Source: an optimization exercise on an open RTL-to-GDS flow (aim: small area and a short achievable clock period). Production flows keep margins and buffers that such runs may drop. No activity file was given, so power comes from the tool's default toggle rates.

Design RISC_TOY_SYS, start of the top module:
module RISC_TOY_SYS (
    input  wire          CLK,
    input  wire          RSTN,
    output wire          IREQ,
    output wire [29:0]   IADDR,
    input  wire [31:0]   INSTR,
    output wire          DREQ,
    output wire [1:0]    DRW,
    output wire [29:0]   DADDR,
    output wire [31:0]   DWDATA,
    input  wire [31:0]   DRDATA,
    output wire [31:0]   CONSIG,
    input  wire [31:0]   IPIN,
    output wire [31:0]   IPOUT
);
    wire [31:0] consig_d;    
    RISC_TOY u_core (
        .CLK    (CLK),
        .RSTN   (RSTN),
        .IREQ   (IREQ),
        .IADDR  (IADDR),
        .INSTR  (INSTR),
        .DREQ   (DREQ),
        .DRW    (DRW),
        .DADDR  (DADDR),
        .DWDATA (DWDATA),
        .CONSIG (CONSIG),
        .CONSIG_D (consig_d),
        .DRDATA (DRDATA)
    );
    CUSTOM_IP u_ip (
        .CLK    (CLK),
        .RSTN   (RSTN),
        .IPIN   (IPIN),
        .CON    (CONSIG),
        .CON_D  (consig_d),
        .IPOUT  (IPOUT)
    );
endmodule
Size: roughly 7000 cells after synthesis, roughly 1800 flip-flops, ~90000 um2 of cells after synthesis.
export LEC_CHECK = 0
export CAP_MARGIN = 20
export CORE_MARGIN = 2
export CORE_UTILIZATION = 55
export CTS_BUF_LIST = sky130_fd_sc_hd__clkbuf_8
export CTS_CLUSTER_DIAMETER = 80
export CTS_CLUSTER_SIZE = 14
export SETUP_SLACK_MARGIN = 0.2
export SLEW_MARGIN = 20
create_clock -name core_clock -period 14.0 [get_ports {CLK}]
standard.sh (not shown) runs the stock make flow with config.mk's settings and CLKGATE_MAP_FILE= SYNTH_SCRIPT=/design/flow/synth_recipe.tcl, a recipe that flattens the netlist after the stock synthesis.
==> flow/flow/run.sh <==
#!/bin/bash
# Own flow for RISC_TOY_SYS. Runs in the standard flow's work folder (design.v,
# config.mk, standard.sh, synth_recipe.tcl, flow/, out/).
#  1. design_gl.v: design.v with two combinational modules replaced by
#     gate-level ones (flow/gen_gl.py): the register file's read selector
#     (RFREAD, an a222oi AND-OR tree) and the EX operand selector's last
#     gate (OPMUX, a21o). They have no registers, so the registers are the
#     standard synthesis's.
#  2. Synthesis is synth_recipe.tcl with the ABC pass called through a Tcl
#     proc (same arguments; the script is flow/abc.script if present).
#  3. the standard layout (standard.sh) with small port buffers
#     (buf_2) instead of buffer_ports' default delay cells, and repair_timing
#     aimed below the clock period (the SDC is unchanged); clock tree
#     synthesis without dummy loads; RSTN and IREQ pins side by side
#     (flow/io.tcl).
# Each tool's output goes to a log file of its own here.
set -euo pipefail
W=$(pwd)
python3 flow/gen_gl.py "$W/rfread_gl.v" > gen_gl.log 2>&1
python3 - "$W/design.v" "$W/rfread_gl.v" "$W/design_gl.v" > design_gl.log 2>&1 <<'PY'
import re, sys
src = open(sys.argv[1]).read()
gl = open(sys.argv[2]).read()
for m in ("RFREAD", "OPMUX"):
    pat = re.compile(r"\bmodule\s+" + m + r"\b.*?\bendmodule\b", re.S)
    assert len(pat.findall(src)) == 1, m + " not found exactly once"
    src = pat.sub("", src)
open(sys.argv[3], "w").write(src + "\n" + gl)
print("design_gl.v written")
PY
# ABC: ORFS's script, or flow/abc.script when there is one
if [[ -f flow/abc.script ]]; then
  ABCP="set i [lsearch \$args -script]; if {\$i >= 0} { lset args [expr {\$i+1}] $W/flow/abc.script }; "
else
  ABCP=""
fi
{
  echo 'proc synth {args} { yosys synth -nofsm -noshare {*}$args }'
  echo "proc abc {args} { ${ABCP}yosys abc {*}\$args }"
  tail -n +2 synth_recipe.tcl
} > my_synth.tcl
bash standard.sh \
  "VERILOG_FILES=$W/design_gl.v" \
  "SYNTH_SCRIPT=$W/my_synth.tcl" \
  "BUFFER_PORTS_ARGS=-buffer_cell sky130_fd_sc_hd__buf_2" \
  "SETUP_SLACK_MARGIN=8.4" \
  "IO_CONSTRAINTS=$W/flow/io.tcl" \
  "CTS_ARGS=-sink_clustering_enable -repair_clock_nets -sink_clustering_size 14 -sink_clustering_max_diameter 80 -buf_list sky130_fd_sc_hd__clkbuf_8 -dont_use_dummy_load" \
  finish > standard_flow.log 2>&1
Other scripts of this flow, unchanged in this note and not shown: flow/flow/gen_gl.py, flow/flow/io.tcl
The baseline finished clean.
Edit:
--- a/flow/design.v
+++ b/flow/design.v
@@ -147,19 +147,19 @@
     wire taken;
     wire flush = taken | jump_d;
     wire hz    = LD_EX & (RAC_EX != 5'd0) &
                  (mA(RAC_EX, nn, isSTR, fb, fc) | mB(RAC_EX, nn, stx, fa, fc));
     wire vld   = ~taken & ~jump_d & ~hz;     
     wire [31:0] sext17 = {{15{INSTR[16]}}, INSTR[16:0]};
     wire [31:0] zext17 = {15'd0, INSTR[16:0]};
     wire [31:0] sext22 = {{10{INSTR[21]}}, INSTR[21:0]};
     wire [31:0] zext22 = {10'd0, INSTR[21:0]};
-    wire [31:0] P4_ID  = inc4(PC_ID);
+    wire [31:0] P4_ID  = PC_ID + 32'd4;
     wire        tbase  = ~(INSTR[31] & INSTR[29]);
     wire [31:0] target = (tbase ? P4_ID : PC_ID) + sext22;
     reg [31:0] imm_ID;
     always @(*) begin
         if (jump)                      imm_ID = P4_ID;       
         else if (isBRL)                imm_ID = PC_ID;       
         else if (isST | isLD)          imm_ID = (fb == 5'b11111) ? zext17 : sext17;
         else if (isSTR | isLDR)        imm_ID = target;      
         else if (isLDIP | isSTIP)      imm_ID = zext22;
@@ -193,32 +193,19 @@
     wire fwB = RW_MEM & (RAC_MEM != 5'd0) & mB(RAC_MEM, nn, stx, fa, fc);
     wire zeroA = (fb == 5'b11111);
     wire [3:0] sa_ID = pcrel ? 4'b0000 :      
                        zeroA ? 4'b0000 :
                        fmA   ? 4'b0010 :
                        fwA   ? (LDRES_MEM ? 4'b1000 : 4'b0100) : 4'b0001;
     wire [3:0] sb_ID = fmB   ? 4'b0010 :
                        fwB   ? (LDRES_MEM ? 4'b1000 : 4'b0100) : 4'b0001;
     wire [31:0] A_EX;
-    function [31:0] inc4;
-        input [31:0] v;
-        integer ii;
-        reg c;
-        begin
-            inc4[1:0] = v[1:0];
-            c = 1'b1;
-            for (ii = 2; ii < 32; ii = ii + 1) begin
-                inc4[ii] = v[ii] ^ c;
-                c = c & v[ii];
-            end
-        end
-    endfunction
-    wire [31:0] PCp4 = inc4(PC);
+    wire [31:0] PCp4 = PC + 32'd4;
     wire [31:0] pc_base = (hz & ~jump_d) ? PC : (jump & ~jump_d) ? target : PCp4;
     wire [31:0] pc_next = taken ? A_EX : pc_base;
     always @(posedge CLK or negedge RSTN) begin
         if (!RSTN) begin
             PC     <= 32'd0;
             PC_ID  <= 32'd0;
             jump_d <= 1'b0;
         end else begin
             PC     <= pc_next;
Die area rose by 1.7%.
Total power rose by 0.87%.
Via count rose by 4.9%.
First-iteration DRC count rose by 8.9%.
Cell count rose by 3.3%.
Combinational power is about the same.
Cell area rose by 0.52%.
Critical path depth fell by 33.
Setup slack gets better by 560 ps.
Count of clock-buffer cells in the layout rose by 4.
Sequential cell count stays the same.
Register-to-register slack gets better by 1000 ps.
Maximum frequency rose by 9.7%.
Non-clock buffer count fell by 8.
No run of this note included a check of the RTL's function; only the layout flow was run.

static timing again, ports no longer ideal:
The results above use ideal ports. As a check the final layouts listed here were re-extracted and re-timed, cells and wires unchanged.
Step 1 sets driving cells, clkbuf_16 on the clock port and buf_2 on the other inputs (assumed; they add their load-dependent delay and slew).
Step 2, shift: input delay + t, output delay - t, t = (earliest + latest rising clock arrival at the registers) / 2. This alone moves slack from input paths to output paths.
Slacks: no drivers / after step 1 / after step 2; pairs: no drivers / after step 1.
| run | t (ns) | slack for setup (ns) | worst setup path after step 2 | worst data-port slew with drivers (ns) |
|---|---|---|---|---|
| the first run | 1.005 | 7.626 / 7.626 / 7.152 | input to register | 0.31 |
| the second run | 1.009 | 8.188 / 7.941 / 7.184 | input to register | 0.32 |
After both steps every run listed still meets setup and hold. For the second run, which loses most, drivers alone change the setup slack by -0.247 ns; drivers and shift together by -1.004 ns.
